This design comes from an exercise in tuning for small area on the open sky130 flow, not from production work.
No functional check of the RTL was part of any run shown here.

===== flow/config.mk =====
export PLATFORM = sky130hd
export DESIGN_NAME = acdma_top
export DESIGN_NICKNAME = acdma_top
export VERILOG_FILES = /design/flow/design.v
export SDC_FILE = /design/flow/constraint.sdc
export NUM_CORES = 4
export LEC_CHECK = 0
export CAP_MARGIN = 20
export CORE_MARGIN = 2
export CORE_UTILIZATION = 70
export PLACE_DENSITY = 0.8
export SLEW_MARGIN = 20
export SYNTH_HIERARCHICAL = 1
export SYNTH_MINIMUM_KEEP_SIZE = 0

===== flow/constraint.sdc =====
create_clock -name core_clock -period 4.0 [get_ports {clk}]
set_input_delay 0.8000 -clock core_clock [delete_from_list [all_inputs] [get_ports {clk}]]
set_output_delay 0.8000 -clock core_clock [all_outputs]
set_load 0.01 [all_outputs]

===== flow/design.v =====
package AggrCDMAPkg;
    parameter int CDMA_CODE_WIDTH = 16;                      
    parameter int NUM_PORTS       = CDMA_CODE_WIDTH;         
    parameter int DATA_WIDTH      = 8;                       
    parameter int LOG_CODE_WIDTH  = $clog2(CDMA_CODE_WIDTH-1); 
    parameter int COUNTER_WIDTH   = $clog2(CDMA_CODE_WIDTH-1);   
    parameter logic [CDMA_CODE_WIDTH*CDMA_CODE_WIDTH-1:0] CDMA_CODES    
                   = { 16'd0,
                       16'd21845,
                       16'd13107,
                       16'd26214,
                       16'd3855,
                       16'd23130,
                       16'd15420,
                       16'd26985,
                       16'd255,
                       16'd21930,
                       16'd13260,
                       16'd26265,
                       16'd4080,
                       16'd23205,
                       16'd15555,
                       16'd27030};
    typedef   logic [DATA_WIDTH-1:0] dataWord;  
endpackage
module fa3 (
  input  logic a,
  input  logic b,
  input  logic c,
  output logic s,
  output logic co
);
  assign s  = a ^ b ^ c;
  assign co = (a & b) | (a & c) | (b & c);
endmodule
module ha2 (
  input  logic a,
  input  logic b,
  output logic s,
  output logic co
);
  assign s  = a ^ b;
  assign co = a & b;
endmodule
module acdma_top (
  input  logic         clk,
  input  logic         rst,
  input  logic [127:0] data_in,
  output logic [127:0] decoded_out
);
  logic [15:1] chip;
  wire  [15:0] chipx = {chip, 1'b0};
  wire  [3:0]  ph = ~{chip[8], chip[4], chip[2], chip[1]};
  wire  [3:0]  nn = ~(ph + 4'h1);
  always_ff @(posedge clk) begin
    if (rst) {chip[12], chip[8], chip[4], chip[3], chip[2], chip[1]} <= 6'd0;
    else begin
      chip[1] <= nn[0];
      chip[2] <= nn[1];
      chip[3] <= nn[0] ^ nn[1];
      chip[4] <= nn[2];
      chip[8] <= nn[3];
      chip[12] <= nn[2] ^ nn[3];
    end
  end
  assign chip[5] = chip[1] ^ chip[4];
  assign chip[6] = chip[2] ^ chip[4];
  assign chip[7] = chip[3] ^ chip[4];
  assign chip[9] = chip[1] ^ chip[8];
  assign chip[10] = chip[2] ^ chip[8];
  assign chip[11] = chip[3] ^ chip[8];
  assign chip[13] = chip[1] ^ chip[12];
  assign chip[14] = chip[2] ^ chip[12];
  assign chip[15] = chip[3] ^ chip[12];
  logic [127:0] w;
  assign w[7:0] = {~(data_in[7] ^ chipx[0]), data_in[6:0] ^ {7{chipx[0]}}};
  assign w[15:8] = {~(data_in[15] ^ chipx[1]), data_in[14:8] ^ {7{chipx[1]}}};
  assign w[23:16] = {~(data_in[23] ^ chipx[2]), data_in[22:16] ^ {7{chipx[2]}}};
  assign w[31:24] = {~(data_in[31] ^ chipx[3]), data_in[30:24] ^ {7{chipx[3]}}};
  assign w[39:32] = {~(data_in[39] ^ chipx[4]), data_in[38:32] ^ {7{chipx[4]}}};
  assign w[47:40] = {~(data_in[47] ^ chipx[5]), data_in[46:40] ^ {7{chipx[5]}}};
  assign w[55:48] = {~(data_in[55] ^ chipx[6]), data_in[54:48] ^ {7{chipx[6]}}};
  assign w[63:56] = {~(data_in[63] ^ chipx[7]), data_in[62:56] ^ {7{chipx[7]}}};
  assign w[71:64] = {~(data_in[71] ^ chipx[8]), data_in[70:64] ^ {7{chipx[8]}}};
  assign w[79:72] = {~(data_in[79] ^ chipx[9]), data_in[78:72] ^ {7{chipx[9]}}};
  assign w[87:80] = {~(data_in[87] ^ chipx[10]), data_in[86:80] ^ {7{chipx[10]}}};
  assign w[95:88] = {~(data_in[95] ^ chipx[11]), data_in[94:88] ^ {7{chipx[11]}}};
  assign w[103:96] = {~(data_in[103] ^ chipx[12]), data_in[102:96] ^ {7{chipx[12]}}};
  assign w[111:104] = {~(data_in[111] ^ chipx[13]), data_in[110:104] ^ {7{chipx[13]}}};
  assign w[119:112] = {~(data_in[119] ^ chipx[14]), data_in[118:112] ^ {7{chipx[14]}}};
  assign w[127:120] = {~(data_in[127] ^ chipx[15]), data_in[126:120] ^ {7{chipx[15]}}};
  wire ts0, tc0;
  fa3 uts0 (.a(w[0]), .b(w[8]), .c(w[16]), .s(ts0), .co(tc0));
  wire ts1, tc1;
  fa3 uts1 (.a(w[24]), .b(w[32]), .c(w[64]), .s(ts1), .co(tc1));
  wire ts2, tc2;
  fa3 uts2 (.a(w[96]), .b(w[40]), .c(w[48]), .s(ts2), .co(tc2));
  wire ts3, tc3;
  fa3 uts3 (.a(w[56]), .b(w[72]), .c(w[80]), .s(ts3), .co(tc3));
  wire ts4, tc4;
  fa3 uts4 (.a(w[88]), .b(w[104]), .c(w[112]), .s(ts4), .co(tc4));
  wire ts5, tc5;
  fa3 uts5 (.a(w[120]), .b(ts0), .c(ts1), .s(ts5), .co(tc5));
  wire ts6, tc6;
  fa3 uts6 (.a(ts2), .b(ts3), .c(ts4), .s(ts6), .co(tc6));
  wire ts7, tc7;
  fa3 uts7 (.a(w[1]), .b(w[9]), .c(w[17]), .s(ts7), .co(tc7));
  wire ts8, tc8;
  fa3 uts8 (.a(w[25]), .b(w[33]), .c(w[65]), .s(ts8), .co(tc8));
  wire ts9, tc9;
  fa3 uts9 (.a(w[97]), .b(w[41]), .c(w[49]), .s(ts9), .co(tc9));
  wire ts10, tc10;
  fa3 uts10 (.a(w[57]), .b(w[73]), .c(w[81]), .s(ts10), .co(tc10));
  wire ts11, tc11;
  fa3 uts11 (.a(w[89]), .b(w[105]), .c(w[113]), .s(ts11), .co(tc11));
  wire ts12, tc12;
  fa3 uts12 (.a(w[121]), .b(tc0), .c(tc1), .s(ts12), .co(tc12));
  wire ts13, tc13;
  fa3 uts13 (.a(ts7), .b(ts8), .c(tc2), .s(ts13), .co(tc13));
  wire ts14, tc14;
  fa3 uts14 (.a(tc3), .b(tc4), .c(ts9), .s(ts14), .co(tc14));
  wire ts15, tc15;
  fa3 uts15 (.a(ts10), .b(ts11), .c(tc5), .s(ts15), .co(tc15));
  wire ts16, tc16;
  fa3 uts16 (.a(ts12), .b(tc6), .c(ts13), .s(ts16), .co(tc16));
  wire ts17, tc17;
  fa3 uts17 (.a(w[2]), .b(w[10]), .c(w[18]), .s(ts17), .co(tc17));
  wire ts18, tc18;
  fa3 uts18 (.a(w[26]), .b(w[34]), .c(w[66]), .s(ts18), .co(tc18));
  wire ts19, tc19;
  fa3 uts19 (.a(w[98]), .b(w[42]), .c(w[50]), .s(ts19), .co(tc19));
  wire ts20, tc20;
  fa3 uts20 (.a(w[58]), .b(w[74]), .c(w[82]), .s(ts20), .co(tc20));
  wire ts21, tc21;
  fa3 uts21 (.a(w[90]), .b(w[106]), .c(w[114]), .s(ts21), .co(tc21));
  wire ts22, tc22;
  fa3 uts22 (.a(w[122]), .b(tc7), .c(tc8), .s(ts22), .co(tc22));
  wire ts23, tc23;
  fa3 uts23 (.a(ts17), .b(ts18), .c(tc9), .s(ts23), .co(tc23));
  wire ts24, tc24;
  fa3 uts24 (.a(tc10), .b(tc11), .c(ts19), .s(ts24), .co(tc24));
  wire ts25, tc25;
  fa3 uts25 (.a(ts20), .b(ts21), .c(tc12), .s(ts25), .co(tc25));
  wire ts26, tc26;
  fa3 uts26 (.a(ts22), .b(tc13), .c(tc14), .s(ts26), .co(tc26));
  wire ts27, tc27;
  fa3 uts27 (.a(ts23), .b(ts24), .c(tc15), .s(ts27), .co(tc27));
  wire ts28, tc28;
  fa3 uts28 (.a(ts25), .b(tc16), .c(ts26), .s(ts28), .co(tc28));
  wire ts29, tc29;
  fa3 uts29 (.a(w[3]), .b(w[11]), .c(w[19]), .s(ts29), .co(tc29));
  wire ts30, tc30;
  fa3 uts30 (.a(w[27]), .b(w[35]), .c(w[67]), .s(ts30), .co(tc30));
  wire ts31, tc31;
  fa3 uts31 (.a(w[99]), .b(w[43]), .c(w[51]), .s(ts31), .co(tc31));
  wire ts32, tc32;
  fa3 uts32 (.a(w[59]), .b(w[75]), .c(w[83]), .s(ts32), .co(tc32));
  wire ts33, tc33;
  fa3 uts33 (.a(w[91]), .b(w[107]), .c(w[115]), .s(ts33), .co(tc33));
  wire ts34, tc34;
  fa3 uts34 (.a(w[123]), .b(tc17), .c(tc18), .s(ts34), .co(tc34));
  wire ts35, tc35;
  fa3 uts35 (.a(ts29), .b(ts30), .c(tc19), .s(ts35), .co(tc35));
  wire ts36, tc36;
  fa3 uts36 (.a(tc20), .b(tc21), .c(ts31), .s(ts36), .co(tc36));
  wire ts37, tc37;
  fa3 uts37 (.a(ts32), .b(ts33), .c(tc22), .s(ts37), .co(tc37));
  wire ts38, tc38;
  fa3 uts38 (.a(ts34), .b(tc23), .c(tc24), .s(ts38), .co(tc38));
  wire ts39, tc39;
  fa3 uts39 (.a(ts35), .b(tc25), .c(ts36), .s(ts39), .co(tc39));
  wire ts40, tc40;
  fa3 uts40 (.a(ts37), .b(tc26), .c(ts38), .s(ts40), .co(tc40));
  wire ts41, tc41;
  fa3 uts41 (.a(tc27), .b(ts39), .c(tc28), .s(ts41), .co(tc41));
  wire ts42, tc42;
  fa3 uts42 (.a(w[4]), .b(w[12]), .c(w[20]), .s(ts42), .co(tc42));
  wire ts43, tc43;
  fa3 uts43 (.a(w[28]), .b(w[36]), .c(w[68]), .s(ts43), .co(tc43));
  wire ts44, tc44;
  fa3 uts44 (.a(w[100]), .b(w[44]), .c(w[52]), .s(ts44), .co(tc44));
  wire ts45, tc45;
  fa3 uts45 (.a(w[60]), .b(w[76]), .c(w[84]), .s(ts45), .co(tc45));
  wire ts46, tc46;
  fa3 uts46 (.a(w[92]), .b(w[108]), .c(w[116]), .s(ts46), .co(tc46));
  wire ts47, tc47;
  fa3 uts47 (.a(w[124]), .b(tc29), .c(tc30), .s(ts47), .co(tc47));
  wire ts48, tc48;
  fa3 uts48 (.a(ts42), .b(ts43), .c(tc31), .s(ts48), .co(tc48));
  wire ts49, tc49;
  fa3 uts49 (.a(tc32), .b(tc33), .c(ts44), .s(ts49), .co(tc49));
  wire ts50, tc50;
  fa3 uts50 (.a(ts45), .b(ts46), .c(tc34), .s(ts50), .co(tc50));
  wire ts51, tc51;
  fa3 uts51 (.a(ts47), .b(tc35), .c(tc36), .s(ts51), .co(tc51));
  wire ts52, tc52;
  fa3 uts52 (.a(ts48), .b(tc37), .c(ts49), .s(ts52), .co(tc52));
  wire ts53, tc53;
  fa3 uts53 (.a(ts50), .b(tc38), .c(tc39), .s(ts53), .co(tc53));
  wire ts54, tc54;
  fa3 uts54 (.a(ts51), .b(ts52), .c(tc40), .s(ts54), .co(tc54));
  wire ts55, tc55;
  fa3 uts55 (.a(w[5]), .b(w[13]), .c(w[21]), .s(ts55), .co(tc55));
  wire ts56, tc56;
  fa3 uts56 (.a(w[29]), .b(w[37]), .c(w[69]), .s(ts56), .co(tc56));
  wire ts57, tc57;
  fa3 uts57 (.a(w[101]), .b(w[45]), .c(w[53]), .s(ts57), .co(tc57));
  wire ts58, tc58;
  fa3 uts58 (.a(w[61]), .b(w[77]), .c(w[85]), .s(ts58), .co(tc58));
  wire ts59, tc59;
  fa3 uts59 (.a(w[93]), .b(w[109]), .c(w[117]), .s(ts59), .co(tc59));
  wire ts60, tc60;
  fa3 uts60 (.a(w[125]), .b(tc42), .c(tc43), .s(ts60), .co(tc60));
  wire ts61, tc61;
  fa3 uts61 (.a(ts55), .b(ts56), .c(tc44), .s(ts61), .co(tc61));
  wire ts62, tc62;
  fa3 uts62 (.a(tc45), .b(tc46), .c(ts57), .s(ts62), .co(tc62));
  wire ts63, tc63;
  fa3 uts63 (.a(ts58), .b(ts59), .c(tc47), .s(ts63), .co(tc63));
  wire ts64, tc64;
  fa3 uts64 (.a(ts60), .b(tc48), .c(tc49), .s(ts64), .co(tc64));
  wire ts65, tc65;
  fa3 uts65 (.a(ts61), .b(tc50), .c(ts62), .s(ts65), .co(tc65));
  wire ts66, tc66;
  fa3 uts66 (.a(ts63), .b(tc51), .c(tc52), .s(ts66), .co(tc66));
  wire ts67, tc67;
  fa3 uts67 (.a(ts64), .b(ts65), .c(tc53), .s(ts67), .co(tc67));
  wire ts68, tc68;
  fa3 uts68 (.a(w[6]), .b(w[14]), .c(w[22]), .s(ts68), .co(tc68));
  wire ts69, tc69;
  fa3 uts69 (.a(w[30]), .b(w[38]), .c(w[70]), .s(ts69), .co(tc69));
  wire ts70, tc70;
  fa3 uts70 (.a(w[102]), .b(w[46]), .c(w[54]), .s(ts70), .co(tc70));
  wire ts71, tc71;
  fa3 uts71 (.a(w[62]), .b(w[78]), .c(w[86]), .s(ts71), .co(tc71));
  wire ts72, tc72;
  fa3 uts72 (.a(w[94]), .b(w[110]), .c(w[118]), .s(ts72), .co(tc72));
  wire ts73, tc73;
  fa3 uts73 (.a(w[126]), .b(tc55), .c(tc56), .s(ts73), .co(tc73));
  wire ts74, tc74;
  fa3 uts74 (.a(ts68), .b(ts69), .c(tc57), .s(ts74), .co(tc74));
  wire ts75, tc75;
  fa3 uts75 (.a(tc58), .b(tc59), .c(ts70), .s(ts75), .co(tc75));
  wire ts76, tc76;
  fa3 uts76 (.a(ts71), .b(ts72), .c(tc60), .s(ts76), .co(tc76));
  wire ts77, tc77;
  fa3 uts77 (.a(ts73), .b(tc61), .c(tc62), .s(ts77), .co(tc77));
  wire ts78, tc78;
  fa3 uts78 (.a(ts74), .b(tc63), .c(ts75), .s(ts78), .co(tc78));
  wire ts79, tc79;
  fa3 uts79 (.a(ts76), .b(tc64), .c(tc65), .s(ts79), .co(tc79));
  wire ts80, tc80;
  fa3 uts80 (.a(ts77), .b(ts78), .c(tc66), .s(ts80), .co(tc80));
  wire ts81, tc81;
  fa3 uts81 (.a(w[7]), .b(w[15]), .c(w[23]), .s(ts81), .co(tc81));
  wire ts82, tc82;
  fa3 uts82 (.a(w[31]), .b(w[39]), .c(w[71]), .s(ts82), .co(tc82));
  wire ts83, tc83;
  fa3 uts83 (.a(w[103]), .b(w[47]), .c(w[55]), .s(ts83), .co(tc83));
  wire ts84, tc84;
  fa3 uts84 (.a(w[63]), .b(w[79]), .c(w[87]), .s(ts84), .co(tc84));
  wire ts85, tc85;
  fa3 uts85 (.a(w[95]), .b(w[111]), .c(w[119]), .s(ts85), .co(tc85));
  wire ts86, tc86;
  fa3 uts86 (.a(w[127]), .b(tc68), .c(tc69), .s(ts86), .co(tc86));
  wire ts87, tc87;
  fa3 uts87 (.a(ts81), .b(ts82), .c(tc70), .s(ts87), .co(tc87));
  wire ts88, tc88;
  fa3 uts88 (.a(tc71), .b(tc72), .c(ts83), .s(ts88), .co(tc88));
  wire ts89, tc89;
  fa3 uts89 (.a(ts84), .b(ts85), .c(tc73), .s(ts89), .co(tc89));
  wire ts90, tc90;
  fa3 uts90 (.a(ts86), .b(tc74), .c(tc75), .s(ts90), .co(tc90));
  wire ts91, tc91;
  fa3 uts91 (.a(ts87), .b(tc76), .c(ts88), .s(ts91), .co(tc91));
  wire ts92, tc92;
  fa3 uts92 (.a(ts89), .b(tc77), .c(tc78), .s(ts92), .co(tc92));
  wire ts93, tc93;
  fa3 uts93 (.a(ts90), .b(ts91), .c(tc79), .s(ts93), .co(tc93));
  wire ts94, tc94;
  fa3 uts94 (.a(tc81), .b(tc82), .c(tc83), .s(ts94), .co(tc94));
  wire ts95, tc95;
  fa3 uts95 (.a(tc84), .b(tc85), .c(tc86), .s(ts95), .co(tc95));
  wire ts96, tc96;
  fa3 uts96 (.a(tc87), .b(tc88), .c(ts94), .s(ts96), .co(tc96));
  wire ts97, tc97;
  fa3 uts97 (.a(tc89), .b(ts95), .c(tc90), .s(ts97), .co(tc97));
  wire ts98, tc98;
  fa3 uts98 (.a(tc91), .b(ts96), .c(tc92), .s(ts98), .co(tc98));
  wire ts99, tc99;
  fa3 uts99 (.a(tc94), .b(tc95), .c(tc96), .s(ts99), .co(tc99));
  wire [11:0] t0 = {1'b0, tc99, tc97, ts97, ts92, ts79, ts66, ts53, ts40, ts27, ts14, ts5};
  wire [11:0] t1 = {1'b0, 1'b0, ts99, tc93, tc80, tc67, tc54, tc41, ts41, ts28, ts15, ts6};
  wire [11:0] t2 = {1'b0, 1'b0, tc98, ts98, ts93, ts80, ts67, ts54, 1'b0, 1'b0, ts16, 1'b0};
  logic [11:0] a0, a1, a2;
  logic [11:0] r1, r2;
  logic [11:4] r3;
  logic [4:0] xl;
  logic [6:0] xd;
  logic cx;
  wire sel = ~ph[0];
  wire [4:0] xa = sel ? {r2[3:0], 1'b0} : r2[4:0];
  wire [4:0] xb = sel ? ~xl : r1[4:0];
  wire [5:0] xc;
  wire [4:0] xs;
  ha2 uxl0 (.a(xa[0]), .b(xb[0]), .s(xs[0]), .co(xc[1]));
  fa3 uxl1 (.a(xa[1]), .b(xb[1]), .c(xc[1]), .s(xs[1]), .co(xc[2]));
  fa3 uxl2 (.a(xa[2]), .b(xb[2]), .c(xc[2]), .s(xs[2]), .co(xc[3]));
  fa3 uxl3 (.a(xa[3]), .b(xb[3]), .c(xc[3]), .s(xs[3]), .co(xc[4]));
  fa3 uxl4 (.a(xa[4]), .b(xb[4]), .c(xc[4]), .s(xs[4]), .co(xc[5]));
  wire [6:0] ya = sel ? r3[11:5] : r3[10:4];
  wire [6:0] yb = sel ? r2[11:5] : ~xd;
  wire [7:0] yc;
  wire [6:0] ys;
  assign yc[0] = cx;
  fa3 uxh0 (.a(ya[0]), .b(yb[0]), .c(yc[0]), .s(ys[0]), .co(yc[1]));
  fa3 uxh1 (.a(ya[1]), .b(yb[1]), .c(yc[1]), .s(ys[1]), .co(yc[2]));
  fa3 uxh2 (.a(ya[2]), .b(yb[2]), .c(yc[2]), .s(ys[2]), .co(yc[3]));
  fa3 uxh3 (.a(ya[3]), .b(yb[3]), .c(yc[3]), .s(ys[3]), .co(yc[4]));
  fa3 uxh4 (.a(ya[4]), .b(yb[4]), .c(yc[4]), .s(ys[4]), .co(yc[5]));
  fa3 uxh5 (.a(ya[5]), .b(yb[5]), .c(yc[5]), .s(ys[5]), .co(yc[6]));
  assign ys[6] = ya[6] ^ yb[6] ^ yc[6];
  always_ff @(posedge clk) begin
    a0 <= t0;
    a1 <= t1;
    a2 <= t2;
    r1 <= a0 + a1 + a2;
    r2 <= r1;
    r3 <= r2[11:4];
    xl <= xs;
    cx <= xc[5];
    xd <= ys;
  end
  wire [4:0] xlo = xl;
  logic [7:0] sl, sh;
  logic clr_lo, clr_hi;
  assign clr_lo = (ph == 4'd4) | (ph == 4'd5);
  always_comb begin
    case (ph)
      4'd0: sl = 8'h33;
      4'd1: sl = 8'h33;
      4'd2: sl = 8'h00;
      4'd3: sl = 8'h00;
      4'd4: sl = 8'h65;
      4'd5: sl = 8'h65;
      4'd6: sl = 8'h53;
      4'd7: sl = 8'h53;
      4'd8: sl = 8'h3c;
      4'd9: sl = 8'h3c;
      4'd10: sl = 8'h1e;
      4'd11: sl = 8'h1e;
      4'd12: sl = 8'h6a;
      4'd13: sl = 8'h6a;
      4'd14: sl = 8'h4d;
      4'd15: sl = 8'h4d;
      default: sl = 8'h00;
    endcase
  end
  always_ff @(posedge clk) begin
    sh <= sl;
    clr_hi <= clr_lo;
  end
  logic [4:0] klo [0:7];
  logic [6:0] khi [0:7];
  assign klo[0] = ph[0] ? 5'h1c : 5'h1c;
  assign khi[0] = ph[0] ? 7'h7f : 7'h7f;
  assign klo[1] = ph[0] ? 5'h1c : 5'h1c;
  assign khi[1] = ph[0] ? 7'h7f : 7'h7f;
  assign klo[2] = ph[0] ? 5'h1c : 5'h1c;
  assign khi[2] = ph[0] ? 7'h7f : 7'h7f;
  assign klo[3] = ph[0] ? 5'h1c : 5'h1c;
  assign khi[3] = ph[0] ? 7'h7f : 7'h7f;
  assign klo[4] = ph[0] ? 5'h0 : 5'h18;
  assign khi[4] = ph[0] ? 7'h3 : 7'h0;
  assign klo[5] = ph[0] ? 5'h1c : 5'h1c;
  assign khi[5] = ph[0] ? 7'h7f : 7'h7f;
  assign klo[6] = ph[0] ? 5'h1c : 5'h1c;
  assign khi[6] = ph[0] ? 7'h7f : 7'h7f;
  assign klo[7] = ph[0] ? 5'h1c : 5'h1c;
  assign khi[7] = ph[0] ? 7'h7f : 7'h7f;
  logic [11:0] ring [0:15];
  logic [7:0]  cy;
  wire [4:0] la0 = clr_lo ? klo[0] : ring[0][4:0];
  wire [4:0] lb0 = xlo ^ {5{sl[0]}};
  wire [5:0] lc0;
  wire [4:0] ls0;
  assign lc0[0] = 1'b0;
  ha2 ul0_0 (.a(la0[0]), .b(lb0[0]), .s(ls0[0]), .co(lc0[1]));
  fa3 ul0_1 (.a(la0[1]), .b(lb0[1]), .c(lc0[1]), .s(ls0[1]), .co(lc0[2]));
  fa3 ul0_2 (.a(la0[2]), .b(lb0[2]), .c(lc0[2]), .s(ls0[2]), .co(lc0[3]));
  fa3 ul0_3 (.a(la0[3]), .b(lb0[3]), .c(lc0[3]), .s(ls0[3]), .co(lc0[4]));
  fa3 ul0_4 (.a(la0[4]), .b(lb0[4]), .c(lc0[4]), .s(ls0[4]), .co(lc0[5]));
  wire [6:0] ha0 = clr_hi ? khi[0] : ring[1][11:5];
  wire [6:0] hb0 = xd ^ {7{sh[0]}};
  wire [6:0] hc0;
  wire [6:0] hs0;
  assign hc0[0] = cy[0];
  fa3 uh0_0 (.a(ha0[0]), .b(hb0[0]), .c(hc0[0]), .s(hs0[0]), .co(hc0[1]));
  fa3 uh0_1 (.a(ha0[1]), .b(hb0[1]), .c(hc0[1]), .s(hs0[1]), .co(hc0[2]));
  fa3 uh0_2 (.a(ha0[2]), .b(hb0[2]), .c(hc0[2]), .s(hs0[2]), .co(hc0[3]));
  fa3 uh0_3 (.a(ha0[3]), .b(hb0[3]), .c(hc0[3]), .s(hs0[3]), .co(hc0[4]));
  fa3 uh0_4 (.a(ha0[4]), .b(hb0[4]), .c(hc0[4]), .s(hs0[4]), .co(hc0[5]));
  fa3 uh0_5 (.a(ha0[5]), .b(hb0[5]), .c(hc0[5]), .s(hs0[5]), .co(hc0[6]));
  assign hs0[6] = ha0[6] ^ hb0[6] ^ hc0[6];
  wire [4:0] la1 = clr_lo ? klo[1] : ring[2][4:0];
  wire [4:0] lb1 = xlo ^ {5{sl[1]}};
  wire [5:0] lc1;
  wire [4:0] ls1;
  assign lc1[0] = 1'b0;
  ha2 ul1_0 (.a(la1[0]), .b(lb1[0]), .s(ls1[0]), .co(lc1[1]));
  fa3 ul1_1 (.a(la1[1]), .b(lb1[1]), .c(lc1[1]), .s(ls1[1]), .co(lc1[2]));
  fa3 ul1_2 (.a(la1[2]), .b(lb1[2]), .c(lc1[2]), .s(ls1[2]), .co(lc1[3]));
  fa3 ul1_3 (.a(la1[3]), .b(lb1[3]), .c(lc1[3]), .s(ls1[3]), .co(lc1[4]));
  fa3 ul1_4 (.a(la1[4]), .b(lb1[4]), .c(lc1[4]), .s(ls1[4]), .co(lc1[5]));
  wire [6:0] ha1 = clr_hi ? khi[1] : ring[3][11:5];
  wire [6:0] hb1 = xd ^ {7{sh[1]}};
  wire [6:0] hc1;
  wire [6:0] hs1;
  assign hc1[0] = cy[1];
  fa3 uh1_0 (.a(ha1[0]), .b(hb1[0]), .c(hc1[0]), .s(hs1[0]), .co(hc1[1]));
  fa3 uh1_1 (.a(ha1[1]), .b(hb1[1]), .c(hc1[1]), .s(hs1[1]), .co(hc1[2]));
  fa3 uh1_2 (.a(ha1[2]), .b(hb1[2]), .c(hc1[2]), .s(hs1[2]), .co(hc1[3]));
  fa3 uh1_3 (.a(ha1[3]), .b(hb1[3]), .c(hc1[3]), .s(hs1[3]), .co(hc1[4]));
  fa3 uh1_4 (.a(ha1[4]), .b(hb1[4]), .c(hc1[4]), .s(hs1[4]), .co(hc1[5]));
  fa3 uh1_5 (.a(ha1[5]), .b(hb1[5]), .c(hc1[5]), .s(hs1[5]), .co(hc1[6]));
  assign hs1[6] = ha1[6] ^ hb1[6] ^ hc1[6];
  wire [4:0] la2 = clr_lo ? klo[2] : ring[4][4:0];
  wire [4:0] lb2 = xlo ^ {5{sl[2]}};
  wire [5:0] lc2;
  wire [4:0] ls2;
  assign lc2[0] = 1'b0;
  ha2 ul2_0 (.a(la2[0]), .b(lb2[0]), .s(ls2[0]), .co(lc2[1]));
  fa3 ul2_1 (.a(la2[1]), .b(lb2[1]), .c(lc2[1]), .s(ls2[1]), .co(lc2[2]));
  fa3 ul2_2 (.a(la2[2]), .b(lb2[2]), .c(lc2[2]), .s(ls2[2]), .co(lc2[3]));
  fa3 ul2_3 (.a(la2[3]), .b(lb2[3]), .c(lc2[3]), .s(ls2[3]), .co(lc2[4]));
  fa3 ul2_4 (.a(la2[4]), .b(lb2[4]), .c(lc2[4]), .s(ls2[4]), .co(lc2[5]));
  wire [6:0] ha2 = clr_hi ? khi[2] : ring[5][11:5];
  wire [6:0] hb2 = xd ^ {7{sh[2]}};
  wire [6:0] hc2;
  wire [6:0] hs2;
  assign hc2[0] = cy[2];
  fa3 uh2_0 (.a(ha2[0]), .b(hb2[0]), .c(hc2[0]), .s(hs2[0]), .co(hc2[1]));
  fa3 uh2_1 (.a(ha2[1]), .b(hb2[1]), .c(hc2[1]), .s(hs2[1]), .co(hc2[2]));
  fa3 uh2_2 (.a(ha2[2]), .b(hb2[2]), .c(hc2[2]), .s(hs2[2]), .co(hc2[3]));
  fa3 uh2_3 (.a(ha2[3]), .b(hb2[3]), .c(hc2[3]), .s(hs2[3]), .co(hc2[4]));
  fa3 uh2_4 (.a(ha2[4]), .b(hb2[4]), .c(hc2[4]), .s(hs2[4]), .co(hc2[5]));
  fa3 uh2_5 (.a(ha2[5]), .b(hb2[5]), .c(hc2[5]), .s(hs2[5]), .co(hc2[6]));
  assign hs2[6] = ha2[6] ^ hb2[6] ^ hc2[6];
  wire [4:0] la3 = clr_lo ? klo[3] : ring[6][4:0];
  wire [4:0] lb3 = xlo ^ {5{sl[3]}};
  wire [5:0] lc3;
  wire [4:0] ls3;
  assign lc3[0] = 1'b0;
  ha2 ul3_0 (.a(la3[0]), .b(lb3[0]), .s(ls3[0]), .co(lc3[1]));
  fa3 ul3_1 (.a(la3[1]), .b(lb3[1]), .c(lc3[1]), .s(ls3[1]), .co(lc3[2]));
  fa3 ul3_2 (.a(la3[2]), .b(lb3[2]), .c(lc3[2]), .s(ls3[2]), .co(lc3[3]));
  fa3 ul3_3 (.a(la3[3]), .b(lb3[3]), .c(lc3[3]), .s(ls3[3]), .co(lc3[4]));
  fa3 ul3_4 (.a(la3[4]), .b(lb3[4]), .c(lc3[4]), .s(ls3[4]), .co(lc3[5]));
  wire [6:0] ha3 = clr_hi ? khi[3] : ring[7][11:5];
  wire [6:0] hb3 = xd ^ {7{sh[3]}};
  wire [6:0] hc3;
  wire [6:0] hs3;
  assign hc3[0] = cy[3];
  fa3 uh3_0 (.a(ha3[0]), .b(hb3[0]), .c(hc3[0]), .s(hs3[0]), .co(hc3[1]));
  fa3 uh3_1 (.a(ha3[1]), .b(hb3[1]), .c(hc3[1]), .s(hs3[1]), .co(hc3[2]));
  fa3 uh3_2 (.a(ha3[2]), .b(hb3[2]), .c(hc3[2]), .s(hs3[2]), .co(hc3[3]));
  fa3 uh3_3 (.a(ha3[3]), .b(hb3[3]), .c(hc3[3]), .s(hs3[3]), .co(hc3[4]));
  fa3 uh3_4 (.a(ha3[4]), .b(hb3[4]), .c(hc3[4]), .s(hs3[4]), .co(hc3[5]));
  fa3 uh3_5 (.a(ha3[5]), .b(hb3[5]), .c(hc3[5]), .s(hs3[5]), .co(hc3[6]));
  assign hs3[6] = ha3[6] ^ hb3[6] ^ hc3[6];
  wire [4:0] la4 = clr_lo ? klo[4] : ring[8][4:0];
  wire [4:0] lb4 = xlo ^ {5{sl[4]}};
  wire [5:0] lc4;
  wire [4:0] ls4;
  assign lc4[0] = 1'b0;
  ha2 ul4_0 (.a(la4[0]), .b(lb4[0]), .s(ls4[0]), .co(lc4[1]));
  fa3 ul4_1 (.a(la4[1]), .b(lb4[1]), .c(lc4[1]), .s(ls4[1]), .co(lc4[2]));
  fa3 ul4_2 (.a(la4[2]), .b(lb4[2]), .c(lc4[2]), .s(ls4[2]), .co(lc4[3]));
  fa3 ul4_3 (.a(la4[3]), .b(lb4[3]), .c(lc4[3]), .s(ls4[3]), .co(lc4[4]));
  fa3 ul4_4 (.a(la4[4]), .b(lb4[4]), .c(lc4[4]), .s(ls4[4]), .co(lc4[5]));
  wire [6:0] ha4 = clr_hi ? khi[4] : ring[9][11:5];
  wire [6:0] hb4 = xd ^ {7{sh[4]}};
  wire [6:0] hc4;
  wire [6:0] hs4;
  assign hc4[0] = cy[4];
  fa3 uh4_0 (.a(ha4[0]), .b(hb4[0]), .c(hc4[0]), .s(hs4[0]), .co(hc4[1]));
  fa3 uh4_1 (.a(ha4[1]), .b(hb4[1]), .c(hc4[1]), .s(hs4[1]), .co(hc4[2]));
  fa3 uh4_2 (.a(ha4[2]), .b(hb4[2]), .c(hc4[2]), .s(hs4[2]), .co(hc4[3]));
  fa3 uh4_3 (.a(ha4[3]), .b(hb4[3]), .c(hc4[3]), .s(hs4[3]), .co(hc4[4]));
  fa3 uh4_4 (.a(ha4[4]), .b(hb4[4]), .c(hc4[4]), .s(hs4[4]), .co(hc4[5]));
  fa3 uh4_5 (.a(ha4[5]), .b(hb4[5]), .c(hc4[5]), .s(hs4[5]), .co(hc4[6]));
  assign hs4[6] = ha4[6] ^ hb4[6] ^ hc4[6];
  wire [4:0] la5 = clr_lo ? klo[5] : ring[10][4:0];
  wire [4:0] lb5 = xlo ^ {5{sl[5]}};
  wire [5:0] lc5;
  wire [4:0] ls5;
  assign lc5[0] = 1'b0;
  ha2 ul5_0 (.a(la5[0]), .b(lb5[0]), .s(ls5[0]), .co(lc5[1]));
  fa3 ul5_1 (.a(la5[1]), .b(lb5[1]), .c(lc5[1]), .s(ls5[1]), .co(lc5[2]));
  fa3 ul5_2 (.a(la5[2]), .b(lb5[2]), .c(lc5[2]), .s(ls5[2]), .co(lc5[3]));
  fa3 ul5_3 (.a(la5[3]), .b(lb5[3]), .c(lc5[3]), .s(ls5[3]), .co(lc5[4]));
  fa3 ul5_4 (.a(la5[4]), .b(lb5[4]), .c(lc5[4]), .s(ls5[4]), .co(lc5[5]));
  wire [6:0] ha5 = clr_hi ? khi[5] : ring[11][11:5];
  wire [6:0] hb5 = xd ^ {7{sh[5]}};
  wire [6:0] hc5;
  wire [6:0] hs5;
  assign hc5[0] = cy[5];
  fa3 uh5_0 (.a(ha5[0]), .b(hb5[0]), .c(hc5[0]), .s(hs5[0]), .co(hc5[1]));
  fa3 uh5_1 (.a(ha5[1]), .b(hb5[1]), .c(hc5[1]), .s(hs5[1]), .co(hc5[2]));
  fa3 uh5_2 (.a(ha5[2]), .b(hb5[2]), .c(hc5[2]), .s(hs5[2]), .co(hc5[3]));
  fa3 uh5_3 (.a(ha5[3]), .b(hb5[3]), .c(hc5[3]), .s(hs5[3]), .co(hc5[4]));
  fa3 uh5_4 (.a(ha5[4]), .b(hb5[4]), .c(hc5[4]), .s(hs5[4]), .co(hc5[5]));
  fa3 uh5_5 (.a(ha5[5]), .b(hb5[5]), .c(hc5[5]), .s(hs5[5]), .co(hc5[6]));
  assign hs5[6] = ha5[6] ^ hb5[6] ^ hc5[6];
  wire [4:0] la6 = clr_lo ? klo[6] : ring[12][4:0];
  wire [4:0] lb6 = xlo ^ {5{sl[6]}};
  wire [5:0] lc6;
  wire [4:0] ls6;
  assign lc6[0] = 1'b0;
  ha2 ul6_0 (.a(la6[0]), .b(lb6[0]), .s(ls6[0]), .co(lc6[1]));
  fa3 ul6_1 (.a(la6[1]), .b(lb6[1]), .c(lc6[1]), .s(ls6[1]), .co(lc6[2]));
  fa3 ul6_2 (.a(la6[2]), .b(lb6[2]), .c(lc6[2]), .s(ls6[2]), .co(lc6[3]));
  fa3 ul6_3 (.a(la6[3]), .b(lb6[3]), .c(lc6[3]), .s(ls6[3]), .co(lc6[4]));
  fa3 ul6_4 (.a(la6[4]), .b(lb6[4]), .c(lc6[4]), .s(ls6[4]), .co(lc6[5]));
  wire [6:0] ha6 = clr_hi ? khi[6] : ring[13][11:5];
  wire [6:0] hb6 = xd ^ {7{sh[6]}};
  wire [6:0] hc6;
  wire [6:0] hs6;
  assign hc6[0] = cy[6];
  fa3 uh6_0 (.a(ha6[0]), .b(hb6[0]), .c(hc6[0]), .s(hs6[0]), .co(hc6[1]));
  fa3 uh6_1 (.a(ha6[1]), .b(hb6[1]), .c(hc6[1]), .s(hs6[1]), .co(hc6[2]));
  fa3 uh6_2 (.a(ha6[2]), .b(hb6[2]), .c(hc6[2]), .s(hs6[2]), .co(hc6[3]));
  fa3 uh6_3 (.a(ha6[3]), .b(hb6[3]), .c(hc6[3]), .s(hs6[3]), .co(hc6[4]));
  fa3 uh6_4 (.a(ha6[4]), .b(hb6[4]), .c(hc6[4]), .s(hs6[4]), .co(hc6[5]));
  fa3 uh6_5 (.a(ha6[5]), .b(hb6[5]), .c(hc6[5]), .s(hs6[5]), .co(hc6[6]));
  assign hs6[6] = ha6[6] ^ hb6[6] ^ hc6[6];
  wire [4:0] la7 = clr_lo ? klo[7] : ring[14][4:0];
  wire [4:0] lb7 = xlo ^ {5{sl[7]}};
  wire [5:0] lc7;
  wire [4:0] ls7;
  assign lc7[0] = 1'b0;
  ha2 ul7_0 (.a(la7[0]), .b(lb7[0]), .s(ls7[0]), .co(lc7[1]));
  fa3 ul7_1 (.a(la7[1]), .b(lb7[1]), .c(lc7[1]), .s(ls7[1]), .co(lc7[2]));
  fa3 ul7_2 (.a(la7[2]), .b(lb7[2]), .c(lc7[2]), .s(ls7[2]), .co(lc7[3]));
  fa3 ul7_3 (.a(la7[3]), .b(lb7[3]), .c(lc7[3]), .s(ls7[3]), .co(lc7[4]));
  fa3 ul7_4 (.a(la7[4]), .b(lb7[4]), .c(lc7[4]), .s(ls7[4]), .co(lc7[5]));
  wire [6:0] ha7 = clr_hi ? khi[7] : ring[15][11:5];
  wire [6:0] hb7 = xd ^ {7{sh[7]}};
  wire [6:0] hc7;
  wire [6:0] hs7;
  assign hc7[0] = cy[7];
  fa3 uh7_0 (.a(ha7[0]), .b(hb7[0]), .c(hc7[0]), .s(hs7[0]), .co(hc7[1]));
  fa3 uh7_1 (.a(ha7[1]), .b(hb7[1]), .c(hc7[1]), .s(hs7[1]), .co(hc7[2]));
  fa3 uh7_2 (.a(ha7[2]), .b(hb7[2]), .c(hc7[2]), .s(hs7[2]), .co(hc7[3]));
  fa3 uh7_3 (.a(ha7[3]), .b(hb7[3]), .c(hc7[3]), .s(hs7[3]), .co(hc7[4]));
  fa3 uh7_4 (.a(ha7[4]), .b(hb7[4]), .c(hc7[4]), .s(hs7[4]), .co(hc7[5]));
  fa3 uh7_5 (.a(ha7[5]), .b(hb7[5]), .c(hc7[5]), .s(hs7[5]), .co(hc7[6]));
  assign hs7[6] = ha7[6] ^ hb7[6] ^ hc7[6];
  always_ff @(posedge clk) begin
    ring[1] <= {ring[0][11:5], ls0};
    cy[0] <= lc0[5];
    ring[2] <= {hs0, ring[1][4:0]};
    ring[3] <= {ring[2][11:5], ls1};
    cy[1] <= lc1[5];
    ring[4] <= {hs1, ring[3][4:0]};
    ring[5] <= {ring[4][11:5], ls2};
    cy[2] <= lc2[5];
    ring[6] <= {hs2, ring[5][4:0]};
    ring[7] <= {ring[6][11:5], ls3};
    cy[3] <= lc3[5];
    ring[8] <= {hs3, ring[7][4:0]};
    ring[9] <= {ring[8][11:5], ls4};
    cy[4] <= lc4[5];
    ring[10] <= {hs4, ring[9][4:0]};
    ring[11] <= {ring[10][11:5], ls5};
    cy[5] <= lc5[5];
    ring[12] <= {hs5, ring[11][4:0]};
    ring[13] <= {ring[12][11:5], ls6};
    cy[6] <= lc6[5];
    ring[14] <= {hs6, ring[13][4:0]};
    ring[15] <= {ring[14][11:5], ls7};
    cy[7] <= lc7[5];
    ring[0] <= {hs7, ring[15][4:0]};
  end
  logic [0:0] cap [0:7];
  always_ff @(posedge clk) begin
    cap[0] <= ring[8][4:4];
    cap[1] <= ring[4][4:4];
    cap[2] <= ring[10][4:4];
    cap[3] <= ring[6][4:4];
    cap[4] <= ring[0][4:4];
    cap[5] <= ring[14][4:4];
    cap[6] <= ring[2][4:4];
    cap[7] <= ring[12][4:4];
  end
  assign decoded_out[7:0] = {ring[9][11:5], cap[0]};
  assign decoded_out[15:8] = ring[8][11:4];
  assign decoded_out[23:16] = {ring[5][11:5], cap[1]};
  assign decoded_out[31:24] = ring[4][11:4];
  assign decoded_out[39:32] = {ring[11][11:5], cap[2]};
  assign decoded_out[47:40] = ring[10][11:4];
  assign decoded_out[55:48] = {ring[7][11:5], cap[3]};
  assign decoded_out[63:56] = ring[6][11:4];
  assign decoded_out[71:64] = {ring[1][11:5], cap[4]};
  assign decoded_out[79:72] = ring[0][11:4];
  assign decoded_out[87:80] = {ring[15][11:5], cap[5]};
  assign decoded_out[95:88] = ring[14][11:4];
  assign decoded_out[103:96] = {ring[3][11:5], cap[6]};
  assign decoded_out[111:104] = ring[2][11:4];
  assign decoded_out[119:112] = {ring[13][11:5], cap[7]};
  assign decoded_out[127:120] = ring[12][11:4];
endmodule

===== flow/flow/run.sh =====
#!/bin/bash
# The standard layout, with the smallest buffer on every input and output port
# instead of the flow's default choice, and clock tree synthesis without dummy
# loads and with smaller clock buffers, then downsizing of gates off the
# critical paths after global routing (power recovery).  make's output goes to flow_make.log.
set -euo pipefail
export BUFFER_PORTS_ARGS="-buffer_cell sky130_fd_sc_hd__buf_1"
export CTS_ARGS="-sink_clustering_enable -repair_clock_nets -dont_use_dummy_load -buf_list {sky130_fd_sc_hd__clkbuf_8} -sink_clustering_size 20 -sink_clustering_max_diameter 60"
export RECOVER_POWER=100
bash standard.sh > flow_make.log 2>&1

===== flow/standard.sh =====
#!/bin/bash
# synth_recipe.tcl (not shown) runs the flow's synth.tcl, then flattens the netlist and writes it again
# the make line also repeats each setting of config.mk as NAME=value (left out here)
make -C /OpenROAD-flow-scripts/flow DESIGN_CONFIG=/design/flow/config.mk WORK_HOME=/design/flow/orfs CLKGATE_MAP_FILE= SYNTH_SCRIPT=/design/flow/synth_recipe.tcl "${@:-finish}"

==> results.txt, run 1 <==
status finished clean; Synth Instances around 1100; clock buffer count from CTS 19; GPL Wtd Cong about 0.84; final hold violation count 0; # Max-Cap Violations 0; DRC violation count after routing 0; Yosys Warn Count 20; initial antenna violation count 0; Slew HR a little over a third; # hold bufs at CTS 0; Synth Register Bits between 200 and 300; WL met2 13900 µm; Fmax around 0.25 GHz; post-synthesis cell area 0.0147 mm²; Core Region 0.0208 mm²; drt total wl approximately 27000 µm; Max Used Layer met4; vias in the first global route ~8500; post-synth top area share 40.1%; Starting Density between 70% and 80%; Area contributors post-synth dfxtp_1 40%, fa_1 27%, xnor2_1 7.4%; endpoints failing setup 0; Final HPWL DP between 20000 and 25000 µm; Die Height between 100 and 150 µm; family with the most delay on the worst path adder cells; CTS clk-pin slew, worst paths 0.11 ns; Worst setup SP type flip-flop; sequential area share after synthesis approximately 40%; Site Rows 53; # IOs between 200 and 300; routed vias between 7000 and 8000; pre-CTS setup slack around 0.10 ns; post-route minimum period around 4 ns; Worst-Margin Slew 0.955 ns; CP Buf/Inv Count 0; DR vias/cell around 5; Final Worst Setup Slack between 0.05 and 0.06 ns; mean post-synth cell area between 10 and 15 µm²; Synth area leader dfxtp_1; global route overflow 0; Die Footprint between 0.02 and 0.025 mm²; layout cells sized above 1 a little over 8%; Post-Route Utilization 73.6%; slowest CP cell xnor2_2; sequence of cells on the critical path xnor2_2, xnor2_1, fa_1, fa_1, fa_1, fa_1, fa_1; crit-path max FO 8; gr usage total between 20 and 30%; Min-Delay Path Class reg -> reg; clock skew 0.0552 ns; final hold slack roughly 0.32 ns; pin count of the biggest net entering global routing 44; post-placement cell count between 1500 and 2000; metal1 wirelength around 11000 µm; critical path endpoint category flip-flop; critical path data required time 4.37 ns; Crit path largest cell delay a little over 0.8 ns; most used cell, CP fa_1; fin. max-slew vios 0; DRT Pass-1 Iters 5; wire length on met3 approximately 1400 µm; drt wl/cell between 15 and 20 µm; Yosys cell types 33; fin cells around 1500; CP arrival roughly 4.3 ns; Final #Nets between 1500 and 2000; Worst Path Class, Setup reg -> reg; H-Tree Depth 1; Die Wd around 150 µm; CTS tree done; CTS Buffer Depth 3; port bufs approximately 260; fillers ~1400; post-route ant nets 0; Root Driver clkbuf_8; CTS Sinks 295; clk latency of the worst-skew pair around 0.53 ns; net count after synthesis 1493; Final Cycle Share 98.6%; post-CTS setup buffers 0; first-pass GRT wire length roughly 42000 µm; Diodes inserted 0; Initial DRC Count between 200 and 300; Layout area overhead 4.10%; RSZ-0062 raised after global routing true
-- kinds of logic after synthesis --
group	after synthesis	share of synthesized area, %
adder cells (fa/ha/maj)	225	29.2
AO/OA/AOI/OAI	35	1.39
multiplexers	11	0.841
flip-flops	295	40.1
XOR/XNOR	245	15.1
AND/OR/NAND/NOR	128	4.82
buffers and inverters	199	8.51
-- final cells by class --
| type | instances | area [µm²] | share of cell area (%) |
|---|---|---|---|
| multi-input combinational | 644 | 7580 | 49.4 |
| sequential | 295 | 5910 | 38.6 |
| timing repair buffer | 276 | 1140 | 7.44 |
| tap | 275 | 344 | 2.24 |
| clock buffer | 19 | 262 | 1.71 |
| inverter | 25 | 93.8 | 0.612 |
-- per-module statistics from Yosys (local to each module, per instance) --
module,copies in the design,cells
ha2,9,1
fa3,190,1
acdma_top,1,939
-- metrics by stage --
stage	area, µm²	setup TNS, ns
final	15300	0
after global routing	15300	-0.0512
after CTS	15300	0
after detailed placement	15100	0
after global placement	15100	0
after floorplan	14700	0
-- cells in the mapped netlist --
master	number
fa_1	198
a21oi_1	6
and2_1	17
ha_1	27
nand2b_1	22
a311oi_1	1
nor2_1	18
buf_4	129
a21oi_2	1
clkbuf_2	1
dfxtp_1	295
clkbuf_1	31
a21o_1	3
nand2_1	17
o2111ai_1	1
xnor2_2	6
buf_2	11
inv_1	25
o211ai_1	1
and3_1	1
mux2_2	11
o21a_1	2
nor2b_1	8
a21boi_0	1
buf_6	1
a31oi_1	1
xor2_1	113
xnor2_4	2
o21ai_0	18
or2_2	42
buf_1	1
nand3_1	3
xnor2_1	124
-- worst paths after layout --
| path | startpoint | end | slack, ns | cells past startpoint |
|---|---|---|---|---|
| max reg2reg | chip[8] | a2[5] | 0.06 | 7 |
| max | chip[8] | a2[5] | 0.06 | 7 |
| min | ring[11][0] | ring[12][0] | 0.32 | 0 |
| min reg2reg | ring[11][0] | ring[12][0] | 0.32 | 0 |
-- flip-flops by register name (all words and copies together) (netlist names) --
signal  count
chip        6
a2          7
clr_hi      1
sh          7
a0         11
r3          8
r1         12
xd          7
r2         12
ring      192
xl          5
cy          8
a1         10
cap         8
cx          1
-- repair_timing --
item,4_1_cts,5_1_grt
gates resized for setup,0,3
endpoints found under the setup margin,0,3
hold endpoints to repair,0,0
-- metal layers --
metal	vias up	global-route usage (%)
li1	3564	-
met4	0	10.0
met5	-	0
met3	63	3.55
met2	257	45.4
met1	3823	30.5
-- layout by cell type (no fill, tap or decap), drive strengths merged, types with 11 or more instances in the layout --
| cell | instances |
|---|---|
| ha | 27 |
| mux2 | 11 |
| fa | 198 |
| nand2 | 17 |
| buf | 275 |
| or2 | 42 |
| o21ai | 18 |
| nand2b | 22 |
| clkbuf | 20 |
| and2 | 17 |
| nor2 | 18 |
| xor2 | 113 |
| dfxtp | 295 |
| xnor2 | 132 |
| inv | 25 |
==> inputs of run 2 (changes only) <==
--- a/flow/design.v
+++ b/flow/design.v
@@ -339,18 +339,18 @@
     case (ph)
-      4'd0: sl = 8'h33;
-      4'd1: sl = 8'h33;
+      4'd0: sl = 8'haa;
+      4'd1: sl = 8'haa;
       4'd2: sl = 8'h00;
       4'd3: sl = 8'h00;
-      4'd4: sl = 8'h65;
-      4'd5: sl = 8'h65;
-      4'd6: sl = 8'h53;
-      4'd7: sl = 8'h53;
-      4'd8: sl = 8'h3c;
-      4'd9: sl = 8'h3c;
-      4'd10: sl = 8'h1e;
-      4'd11: sl = 8'h1e;
-      4'd12: sl = 8'h6a;
-      4'd13: sl = 8'h6a;
-      4'd14: sl = 8'h4d;
-      4'd15: sl = 8'h4d;
+      4'd4: sl = 8'h96;
+      4'd5: sl = 8'h96;
+      4'd6: sl = 8'h3c;
+      4'd7: sl = 8'h3c;
+      4'd8: sl = 8'h5a;
+      4'd9: sl = 8'h5a;
+      4'd10: sl = 8'hf0;
+      4'd11: sl = 8'hf0;
+      4'd12: sl = 8'h66;
+      4'd13: sl = 8'h66;
+      4'd14: sl = 8'hcc;
+      4'd15: sl = 8'hcc;
       default: sl = 8'h00;
@@ -364,4 +364,4 @@
   logic [6:0] khi [0:7];
-  assign klo[0] = ph[0] ? 5'h1c : 5'h1c;
-  assign khi[0] = ph[0] ? 7'h7f : 7'h7f;
+  assign klo[0] = ph[0] ? 5'h0 : 5'h18;
+  assign khi[0] = ph[0] ? 7'h3 : 7'h0;
   assign klo[1] = ph[0] ? 5'h1c : 5'h1c;
@@ -372,4 +372,4 @@
   assign khi[3] = ph[0] ? 7'h7f : 7'h7f;
-  assign klo[4] = ph[0] ? 5'h0 : 5'h18;
-  assign khi[4] = ph[0] ? 7'h3 : 7'h0;
+  assign klo[4] = ph[0] ? 5'h1c : 5'h1c;
+  assign khi[4] = ph[0] ? 7'h7f : 7'h7f;
   assign klo[5] = ph[0] ? 5'h1c : 5'h1c;
@@ -561,24 +561,24 @@
     cy[0] <= lc0[5];
-    ring[2] <= {hs0, ring[1][4:0]};
+    ring[0] <= {hs0, ring[1][4:0]};
     ring[3] <= {ring[2][11:5], ls1};
     cy[1] <= lc1[5];
-    ring[4] <= {hs1, ring[3][4:0]};
+    ring[2] <= {hs1, ring[3][4:0]};
     ring[5] <= {ring[4][11:5], ls2};
     cy[2] <= lc2[5];
-    ring[6] <= {hs2, ring[5][4:0]};
+    ring[4] <= {hs2, ring[5][4:0]};
     ring[7] <= {ring[6][11:5], ls3};
     cy[3] <= lc3[5];
-    ring[8] <= {hs3, ring[7][4:0]};
+    ring[6] <= {hs3, ring[7][4:0]};
     ring[9] <= {ring[8][11:5], ls4};
     cy[4] <= lc4[5];
-    ring[10] <= {hs4, ring[9][4:0]};
+    ring[8] <= {hs4, ring[9][4:0]};
     ring[11] <= {ring[10][11:5], ls5};
     cy[5] <= lc5[5];
-    ring[12] <= {hs5, ring[11][4:0]};
+    ring[10] <= {hs5, ring[11][4:0]};
     ring[13] <= {ring[12][11:5], ls6};
     cy[6] <= lc6[5];
-    ring[14] <= {hs6, ring[13][4:0]};
+    ring[12] <= {hs6, ring[13][4:0]};
     ring[15] <= {ring[14][11:5], ls7};
     cy[7] <= lc7[5];
-    ring[0] <= {hs7, ring[15][4:0]};
+    ring[14] <= {hs7, ring[15][4:0]};
   end
@@ -586,27 +586,27 @@
   always_ff @(posedge clk) begin
-    cap[0] <= ring[8][4:4];
-    cap[1] <= ring[4][4:4];
-    cap[2] <= ring[10][4:4];
+    cap[0] <= ring[0][4:4];
+    cap[1] <= ring[2][4:4];
+    cap[2] <= ring[4][4:4];
     cap[3] <= ring[6][4:4];
-    cap[4] <= ring[0][4:4];
-    cap[5] <= ring[14][4:4];
-    cap[6] <= ring[2][4:4];
-    cap[7] <= ring[12][4:4];
+    cap[4] <= ring[8][4:4];
+    cap[5] <= ring[10][4:4];
+    cap[6] <= ring[12][4:4];
+    cap[7] <= ring[14][4:4];
   end
-  assign decoded_out[7:0] = {ring[9][11:5], cap[0]};
-  assign decoded_out[15:8] = ring[8][11:4];
-  assign decoded_out[23:16] = {ring[5][11:5], cap[1]};
-  assign decoded_out[31:24] = ring[4][11:4];
-  assign decoded_out[39:32] = {ring[11][11:5], cap[2]};
-  assign decoded_out[47:40] = ring[10][11:4];
+  assign decoded_out[7:0] = {ring[1][11:5], cap[0]};
+  assign decoded_out[15:8] = ring[0][11:4];
+  assign decoded_out[23:16] = {ring[3][11:5], cap[1]};
+  assign decoded_out[31:24] = ring[2][11:4];
+  assign decoded_out[39:32] = {ring[5][11:5], cap[2]};
+  assign decoded_out[47:40] = ring[4][11:4];
   assign decoded_out[55:48] = {ring[7][11:5], cap[3]};
   assign decoded_out[63:56] = ring[6][11:4];
-  assign decoded_out[71:64] = {ring[1][11:5], cap[4]};
-  assign decoded_out[79:72] = ring[0][11:4];
-  assign decoded_out[87:80] = {ring[15][11:5], cap[5]};
-  assign decoded_out[95:88] = ring[14][11:4];
-  assign decoded_out[103:96] = {ring[3][11:5], cap[6]};
-  assign decoded_out[111:104] = ring[2][11:4];
-  assign decoded_out[119:112] = {ring[13][11:5], cap[7]};
-  assign decoded_out[127:120] = ring[12][11:4];
+  assign decoded_out[71:64] = {ring[9][11:5], cap[4]};
+  assign decoded_out[79:72] = ring[8][11:4];
+  assign decoded_out[87:80] = {ring[11][11:5], cap[5]};
+  assign decoded_out[95:88] = ring[10][11:4];
+  assign decoded_out[103:96] = {ring[13][11:5], cap[6]};
+  assign decoded_out[111:104] = ring[12][11:4];
+  assign decoded_out[119:112] = {ring[15][11:5], cap[7]};
+  assign decoded_out[127:120] = ring[14][11:4];
 endmodule
==> run 2 against run 1 <==
  * Still clean on timing, DRC and antenna
  * Core utilization up 0.078 points
  * Worst hold slack improved by 0.00059 ns
  * Maximum frequency up 3.4%
  * Die area grew 0.40%
  * Sequential share of layout area is 0.17 points lower
  * Routed wire length decreased by 4.2%
  * Largest cell class unchanged
==> results.txt, run 2 <==
Initial DRC Count 210 (-20%); simple-gate share of the synthesized area 4.87% (+0.056 points); drt wl/cell 16.8 µm (-4.1%); sequential area share after synthesis 39.9% (-0.17 points); post-route ant nets 0 (unchanged); Core Region 0.0209 mm² (+0.32%); Area contributors post-synth dfxtp_1 40%, fa_1 27%, xnor2_1 7.3%; Starting Density 70.8% (about the same); drt total wl 25800 µm (-4.2%); clock buffer count from CTS 19 (unchanged); Yosys Warn Count 20 (unchanged); post-synthesis cell area 0.0148 mm² (+0.42%); EDFF count, synth 0 (unchanged); largest family of logic cells by synthesized area adder cells; mux cell area share after synthesis 0.761% (-0.080 points); routed vias 7603 (-1.3%); Crit path largest cell delay 0.44 ns (-0.38 ns); post-cts resize count 0 (unchanged); GPL Wtd Cong 0.842 (+0.49%); critical path data required time 4.44 ns (+0.07 ns); Final #Nets 1616 (unchanged); Worst setup SP type flip-flop; commonest register cell after synthesis dfxtp_1; H-Tree Depth 1 (unchanged); port bufs 257 (unchanged); commonest non-fill, non-tap cell in the layout dfxtp_1; pin count of the biggest net entering global routing 23 (-48%); CP arrival 4.26 ns (-0.05 ns); Reg2Reg Setup Slack 0.19 ns (+0.13 ns); DR vias/cell 4.96 (-1.3%); commonest cells after routing, fill and taps aside 293 x dfxtp_1, 257 x buf_1, 197 x fa_1; vias in the first global route 8533 (+0.45%); Die Footprint 0.0223 mm² (+0.40%); DRT Pass-1 Iters 4 (-1); Post-Synth Adder-Cell Area 29.2% (-0.036 points); Reg2Reg Launch Point clr_hi; initial antenna violation count 0 (unchanged); Layout area overhead 4.11% (about the same); CTS tree done; post-synth top area share 39.9% (-0.17 points); complex-gate fraction of the synthesized area 1.29% (-0.11 points); pre-CTS setup slack 0.0976 ns (-0.00386 ns); post-CTS setup buffers 0 (unchanged); Worst Path Class, Setup reg -> reg; Final HPWL DP 20600 µm (-4.3%); Site Rows 53 (unchanged); endpoints failing setup 0 (unchanged); crit path launch clr_hi; Slew HR 35.4% (-0.58 points); reg-to-reg endpoint ring[14][11]; Min-Delay Path Class reg -> reg; slowest CP cell fa_1; post-route minimum period 3.81 ns (-0.129 ns); first-pass GRT wire length 41900 µm (-1.3%); Yosys cell types 32 (-3.0%); status finished clean; clock skew 0.0781 ns (+0.0229 ns); Synth Instances 1135 (-0.26%); RSZ-0062 raised after global routing false; most used cell, CP fa_1; final hold violation count 0 (unchanged); critical path endpoint category flip-flop; fillers 1418 (+1.1%); count leader, synth dfxtp_1; Die Height 149 µm (+0.20%); max FFs per register 192 (unchanged); CTS Buffer Depth 3 (unchanged); crit-path max FO 22 (+14); end of the critical path ring[14][11]; Synth Register Bits 295 (unchanged); Setup TNS Final 0 ns (unchanged); Top reg by flops ring; layout cells sized above 1 7.00% (-1.1 points); sequence of cells on the critical path buf_12, or2_2, fa_1, fa_2, fa_1, fa_1, fa_1, fa_1, xnor2_1, xnor2_1, xnor2_1; mean post-synth cell area 13.0 µm² (+0.68%); CTS Sinks 295 (unchanged); Worst-Margin Slew 0.968 ns (+0.0135 ns); Post-synth top cells 295 x dfxtp_1, 198 x fa_1, 133 x buf_4; # Max-Cap Violations 0 (unchanged); net count after synthesis 1491 (-0.13%); worst r2r path cells 11 (+4); Diodes inserted 0 (unchanged); Fmax 0.262 GHz (+3.4%); Synth area leader dfxtp_1; Die Wd 149 µm (+0.20%); # hold bufs at CTS 0 (unchanged); Final Worst Setup Slack 0.187 ns (+0.129 ns); biggest regs ring x192, r1 x12, r2 x12; clk latency of the worst-skew pair 0.54 ns (about the same); async set-reset flop share out of synthesis 0% (unchanged); DRC violation count after routing 0 (unchanged); CTS clk-pin slew, worst paths 0.12 ns (about the same); Synth Area in XOR/XNOR 15.5% (+0.33 points); # IOs 258 (unchanged); Final Cycle Share 95.3% (-3.2 points); Root Driver clkbuf_8; global route overflow 0 (unchanged); gr usage total 24.6% (-0.54 points); fin. max-slew vios 0 (unchanged)
run 2: cell types whose count changed in the layout (fill, tap and decap cells not counted), moves of 5 or more:
cell	change
mux2_1	+9
and2_1	-12
o21ai_0	-13
or2_1	+5
o21ai_1	+11
mux2_2	-10
xnor2_4	+5
or2_2	-5
and2_0	+12
xnor2_2	-5
run 2: layout make-up:
cell class	instances	area, µm²	area share, %
clock buffer	19	262	1.70
inverter	24	90.1	0.585
multi-input combinational	643	7620	49.5
sequential	295	5910	38.4
tap	275	344	2.23
timing repair buffer	277	1170	7.57
run 2: per-module statistics from Yosys (local to each module, per instance):
module	cells inside	cell area, µm²	times used
acdma_top	936	10900	1
fa3	1	20.0	190
ha2	1	12.5	9
run 2: logic make-up (layout without fill, tap and decap cells):
group,count (synthesis),count (layout)
xor+xnor,244,244
flops,295,295
fa+ha+maj,226,226
buf+inv,197,320
mux,10,10
compound gates,32,32
simple gates,131,131
run 2: layer usage:
metal	track usage (%)	vias up	wire, µm
met5	0	-	0
met4	7.38	0	671
met3	3.43	52	1220
met2	44.3	208	13600
met1	31.0	3790	10300
li1	-	3553	-
run 2: worst min-delay path by stage:
stage | startpoint | endpoint | slack, ns | cells after the start
finish | ring[3][3] | ring[2][3] | 0.32 | 0
global route | ring[3][3] | ring[2][3] | 0.32 | 0
CTS | ring[3][3] | ring[2][3] | 0.30 | 0
detailed placement | ring[15][1] | ring[14][1] | 0.31 | 0
global placement | ring[15][4] | ring[14][4] | 0.31 | 0
floorplan | r1[10] | r2[10] | 0.31 | 0
run 2: through the flow:
stage,hold slack [ns],std cells,utilization [%],cell area (µm²)
after CTS,0.302,1533,73.8,15400
after global routing,0.322,1533,73.7,15400
after global placement,0.310,1514,72.5,15100
final,0.316,1533,73.7,15400
after detailed placement,0.312,1514,72.5,15100
after floorplan,0.310,1135,-,14800
run 2: worst max-delay path, delay by kind of cell (launching register included):
family	cells	cell delay [ns]
fa+ha+maj	6	2.35
xor+xnor	3	0.51
buf+inv	1	0.15
flops	1	0.39
simple gates	1	0.31

## re-timing with driven ports
The results above use ideal ports. As a check the final layouts listed here were re-extracted and re-timed, cells and wires unchanged.
Step 1 assumes that a clkbuf_16 drives the clock port and a buf_2 every other input.
Step 2 also shifts input and output timing later by t, the mid clock arrival at the registers, as if the neighbouring blocks saw the same clock.
Slacks: ideal ports / drivers / drivers and shift; pairs: ideal ports / drivers.
run	t, ns	slack for setup (ns)	worst setup path at the end	worst register clock-pin slew, ns
run 1	0.547	0.058 / 0.058 / 0.058	register to register	0.12 / 0.12
run 2	0.549	0.187 / 0.187 / 0.187	register to register	0.12 / 0.12
After both steps every run listed still meets setup and hold.
